From an optimization exercise on the open Yosys and OpenROAD flow, aimed at small area; shortcuts taken in it are not production practice.
Only simulation tests tie the RTL to the original design; equivalence was not proved.
No activity file was given, so power comes from the tool's default toggle rates.

==> try-raven <==
Design processor, start of the top module:
module processor (
    input clk, reset,
    output [31:0] Result,        
    output [7:0] pc,             
    input [31:0] instruction,    
    output mem_read,             
    output mem_write,            
    output [31:0] mem_wdata,     
    input [31:0] mem_rdata       
);
==> module RegFile, before the edit <==
module RegFile(
    input clk, reset, rg_wrt_en,
    input [4:0] rg_rd_addr1, rg_rd_addr2, rg_wrt_addr,
    input [31:0] rg_wrt_data,
    output wire [31:0] rg_rd_data1, rg_rd_data2
    );
    wire [31:0] we, hold, valid;
    wire [31:0] sel1, sel2;
    wire [1023:0] q;
    WriteDec wdec (
        .clk(clk), .reset(reset), .en(rg_wrt_en), .addr(rg_wrt_addr),
        .we(we), .hold(hold), .valid(valid)
    );
    ReadDec rdec1 (.addr(rg_rd_addr1), .valid(valid), .sel(sel1));
    ReadDec rdec2 (.addr(rg_rd_addr2), .valid(valid), .sel(sel2));
    genvar k, j;
    generate
        for (k = 0; k < 32; k = k + 1) begin : row
            for (j = 0; j < 32; j = j + 1) begin : b
                RegBit r (
                    .clk(clk), .we(we[k]), .hold(hold[k]),
                    .d(rg_wrt_data[j]), .q(q[32*k + j])
                );
            end
        end
    endgenerate
    ReadMux rmux1 (.sel(sel1), .q(q), .y(rg_rd_data1));
    ReadMux rmux2 (.sel(sel2), .q(q), .y(rg_rd_data2));
endmodule
==> module WriteDec, before the edit <==
module WriteDec (
    input clk, reset, en,
    input [4:0] addr,
    output [31:0] we, hold,
    output reg [31:0] valid
);
    genvar k;
    generate
        for (k = 0; k < 32; k = k + 1) begin : dec
            assign we[k]   = en & (addr == k);
            assign hold[k] = ~(en & (addr == k));
        end
    endgenerate
    always @ (posedge reset or posedge clk)
        if (reset) valid <= 32'h0;
        else       valid <= valid | we;
endmodule
==> module ReadDec, before the edit <==
module ReadDec (
    input [4:0] addr,
    input [31:0] valid,
    output [31:0] sel
);
    genvar k;
    generate
        for (k = 0; k < 32; k = k + 1) begin : dec
            assign sel[k] = valid[k] & (addr == k);
        end
    endgenerate
endmodule
export LEC_CHECK = 0
export CAP_MARGIN = 20
export CORE_MARGIN = 2
export CORE_UTILIZATION = 50
export CTS_CLUSTER_DIAMETER = 100
export CTS_CLUSTER_SIZE = 24
export SLEW_MARGIN = 20
export SYNTH_HIERARCHICAL = 1
create_clock -name core_clock -period 14.0 [get_ports {clk}]
standard.sh (not shown) runs the stock make flow with config.mk's settings and CLKGATE_MAP_FILE= SYNTH_SCRIPT=/design/flow/synth_recipe.tcl, a recipe that flattens the netlist after the stock synthesis.
==> flow/flow/run.sh <==
#!/bin/bash
set -euo pipefail
export BUFFER_PORTS_ARGS="-buffer_cell sky130_fd_sc_hd__buf_1"
bash standard.sh > standard.log 2>&1
==> try-willow: changes against try-raven <==
--- a/flow/design.v
+++ b/flow/design.v
@@ -321,15 +321,15 @@
     input [31:0] rg_wrt_data,
     output wire [31:0] rg_rd_data1, rg_rd_data2
     );
-    wire [31:0] we, hold, valid;
+    wire [31:0] we, hold;
     wire [31:0] sel1, sel2;
     wire [1023:0] q;
     WriteDec wdec (
-        .clk(clk), .reset(reset), .en(rg_wrt_en), .addr(rg_wrt_addr),
-        .we(we), .hold(hold), .valid(valid)
+        .reset(reset), .en(rg_wrt_en), .addr(rg_wrt_addr),
+        .we(we), .hold(hold)
     );
-    ReadDec rdec1 (.addr(rg_rd_addr1), .valid(valid), .sel(sel1));
-    ReadDec rdec2 (.addr(rg_rd_addr2), .valid(valid), .sel(sel2));
+    ReadDec rdec1 (.addr(rg_rd_addr1), .sel(sel1));
+    ReadDec rdec2 (.addr(rg_rd_addr2), .sel(sel2));
     genvar k, j;
     generate
         for (k = 0; k < 32; k = k + 1) begin : row
@@ -345,31 +345,27 @@
     ReadMux rmux2 (.sel(sel2), .q(q), .y(rg_rd_data2));
 endmodule
 module WriteDec (
-    input clk, reset, en,
+    input reset, en,
     input [4:0] addr,
-    output [31:0] we, hold,
-    output reg [31:0] valid
+    output [31:0] we, hold
 );
+    wire wen = en & ~reset;
     genvar k;
     generate
         for (k = 0; k < 32; k = k + 1) begin : dec
-            assign we[k]   = en & (addr == k);
-            assign hold[k] = ~(en & (addr == k));
+            assign we[k]   = wen & (addr == k);
+            assign hold[k] = ~(wen & (addr == k)) & ~reset;
         end
     endgenerate
-    always @ (posedge reset or posedge clk)
-        if (reset) valid <= 32'h0;
-        else       valid <= valid | we;
 endmodule
 module ReadDec (
     input [4:0] addr,
-    input [31:0] valid,
     output [31:0] sel
 );
     genvar k;
     generate
         for (k = 0; k < 32; k = k + 1) begin : dec
-            assign sel[k] = valid[k] & (addr == k);
+            assign sel[k] = (addr == k);
         end
     endgenerate
 endmodule
==> try-harbor: changes against try-raven <==
--- a/flow/design.v
+++ b/flow/design.v
@@ -321,15 +321,15 @@
     input [31:0] rg_wrt_data,
     output wire [31:0] rg_rd_data1, rg_rd_data2
     );
-    wire [31:0] we, hold, valid;
+    wire [31:0] we, hold;
     wire [31:0] sel1, sel2;
     wire [1023:0] q;
     WriteDec wdec (
-        .clk(clk), .reset(reset), .en(rg_wrt_en), .addr(rg_wrt_addr),
-        .we(we), .hold(hold), .valid(valid)
+        .reset(reset), .en(rg_wrt_en), .addr(rg_wrt_addr),
+        .we(we), .hold(hold)
     );
-    ReadDec rdec1 (.addr(rg_rd_addr1), .valid(valid), .sel(sel1));
-    ReadDec rdec2 (.addr(rg_rd_addr2), .valid(valid), .sel(sel2));
+    ReadDec rdec1 (.addr(rg_rd_addr1), .sel(sel1));
+    ReadDec rdec2 (.addr(rg_rd_addr2), .sel(sel2));
     genvar k, j;
     generate
         for (k = 0; k < 32; k = k + 1) begin : row
@@ -345,34 +345,53 @@
     ReadMux rmux2 (.sel(sel2), .q(q), .y(rg_rd_data2));
 endmodule
 module WriteDec (
-    input clk, reset, en,
+    input reset, en,
     input [4:0] addr,
-    output [31:0] we, hold,
-    output reg [31:0] valid
+    output [31:0] we, hold
 );
+    wire wen = en & ~reset;
+    wire resetn = ~reset;
+    wire [3:0] ph = {wen & addr[4] & addr[3], wen & addr[4] & ~addr[3],
+                     wen & ~addr[4] & addr[3], wen & ~addr[4] & ~addr[3]};
+    wire [7:0] pl;
     genvar k;
     generate
+        for (k = 0; k < 8; k = k + 1) begin : lo
+            assign pl[k] = (addr[2:0] == k);
+        end
         for (k = 0; k < 32; k = k + 1) begin : dec
-            assign we[k]   = en & (addr == k);
-            assign hold[k] = ~(en & (addr == k));
+            wire nwe;
+            AND2 w (.a(ph[k / 8]), .b(pl[k % 8]), .y(we[k]));
+            NAND2 n (.a(ph[k / 8]), .b(pl[k % 8]), .y(nwe));
+            AND2 h (.a(nwe), .b(resetn), .y(hold[k]));
         end
     endgenerate
-    always @ (posedge reset or posedge clk)
-        if (reset) valid <= 32'h0;
-        else       valid <= valid | we;
 endmodule
 module ReadDec (
     input [4:0] addr,
-    input [31:0] valid,
     output [31:0] sel
 );
+    wire [3:0] ph;
+    wire [7:0] pl;
     genvar k;
     generate
+        for (k = 0; k < 4; k = k + 1) begin : hi
+            assign ph[k] = (addr[4:3] == k);
+        end
+        for (k = 0; k < 8; k = k + 1) begin : lo
+            assign pl[k] = (addr[2:0] == k);
+        end
         for (k = 0; k < 32; k = k + 1) begin : dec
-            assign sel[k] = valid[k] & (addr == k);
+            AND2 a (.a(ph[k / 8]), .b(pl[k % 8]), .y(sel[k]));
         end
     endgenerate
 endmodule
+module AND2 (input a, b, output y);
+    assign y = a & b;
+endmodule
+module NAND2 (input a, b, output y);
+    assign y = ~(a & b);
+endmodule
 module RegBit (
     input clk, we, hold, d,
     output reg q
Settings changed: CAP_MARGIN 20 to 5, CTS_CLUSTER_SIZE 24 to 26, SLEW_MARGIN 20 to 5.
==> comparison table <==
item                                                                                  try-harbor                try-raven   try-willow
Data arrival time at the worst-slack endpoint                                            8.75 ns                  9.48 ns      8.81 ns
Number of warnings printed during yosys synthesis                                              8                        9            8
Sequential portion of the cell area                                                        44.1%                    44.2%        43.1%
Met1 routed wirelength after detailed routing                                           73800 um                 76200 um     71700 um
Number of antenna violations at the first check in global routing                             13                       10           13
Register share of total power                                                              58.8%                    59.8%        57.8%
GP Congestion                                                                              0.974                    0.995        0.973
Highest cell delay on the worst timing path                                              1.27 ns                  0.56 ns      0.71 ns
Area of the placeable core                                                           84900 sq um              86800 sq um  84000 sq um
Endpoint of the worst hold-timing path                                               pc_reg.q[0]  reg_file.wdec.valid[24]  pc_reg.q[0]
Clock sink count                                                                            1030                     1062         1030
Standby leakage power                                                                    16.2 nW                  17.5 nW      16.4 nW
Total number of vias                                                                       44000                    44900        43800
Setup crit end                                                                        Result[27]               Result[31]    Result[0]
Cell repeated most along the worst path                                                        -                  o21ai_1       nor2_1
Flip-flop and latch count after synthesis                                                   1030                     1062         1030
Area fraction in compound gates after synthesis                                            39.2%                    38.8%        39.9%
Outcome                                                               complete, but fails checks  timing/DRC/antenna clean  timing/DRC/antenna clean
Reasons for failing layout checks                                  capacitance limit, slew limit                        -            -
Relative area change from synthesis to final layout                                        9.40%                    10.8%        12.5%
Number of clock buffers in the layout                                                         48                       58           50

separate check: timing with driven ports:
No port has a modelled driver above. Below, the same layouts with a new extraction and two added sets of constraints. Step 1 sets driving cells, clkbuf_16 on the clock port and buf_2 on the other inputs (assumed; they add their load-dependent delay and slew). Step 2 times the ports against the registers' clock, not the clock port: input delays grow and output delays shrink by t, the midpoint of the rising clock arrivals with the driver on. a / b / c = ideal ports / drivers / drivers and shift; a / b = the first two.
run | shift t [ns] | setup WS [ns] | slew at the worst register clock pin (ns) | worst data-port slew with drivers (ns) | pins driven straight from the clock port
try-raven | 0.756 | 1.717 / 1.684 / 1.684 | 0.10 / 0.10 | 0.10 | 1
try-willow | 0.740 | 2.386 / 2.274 / 2.274 | 0.11 / 0.11 | 0.12 | 1
try-harbor | 0.732 | 2.447 / 2.311 / 2.311 | 0.12 / 0.12 | 0.14 | 1
For try-harbor, which loses most, drivers alone change the setup slack by -0.136 ns; drivers and shift together by -0.136 ns.
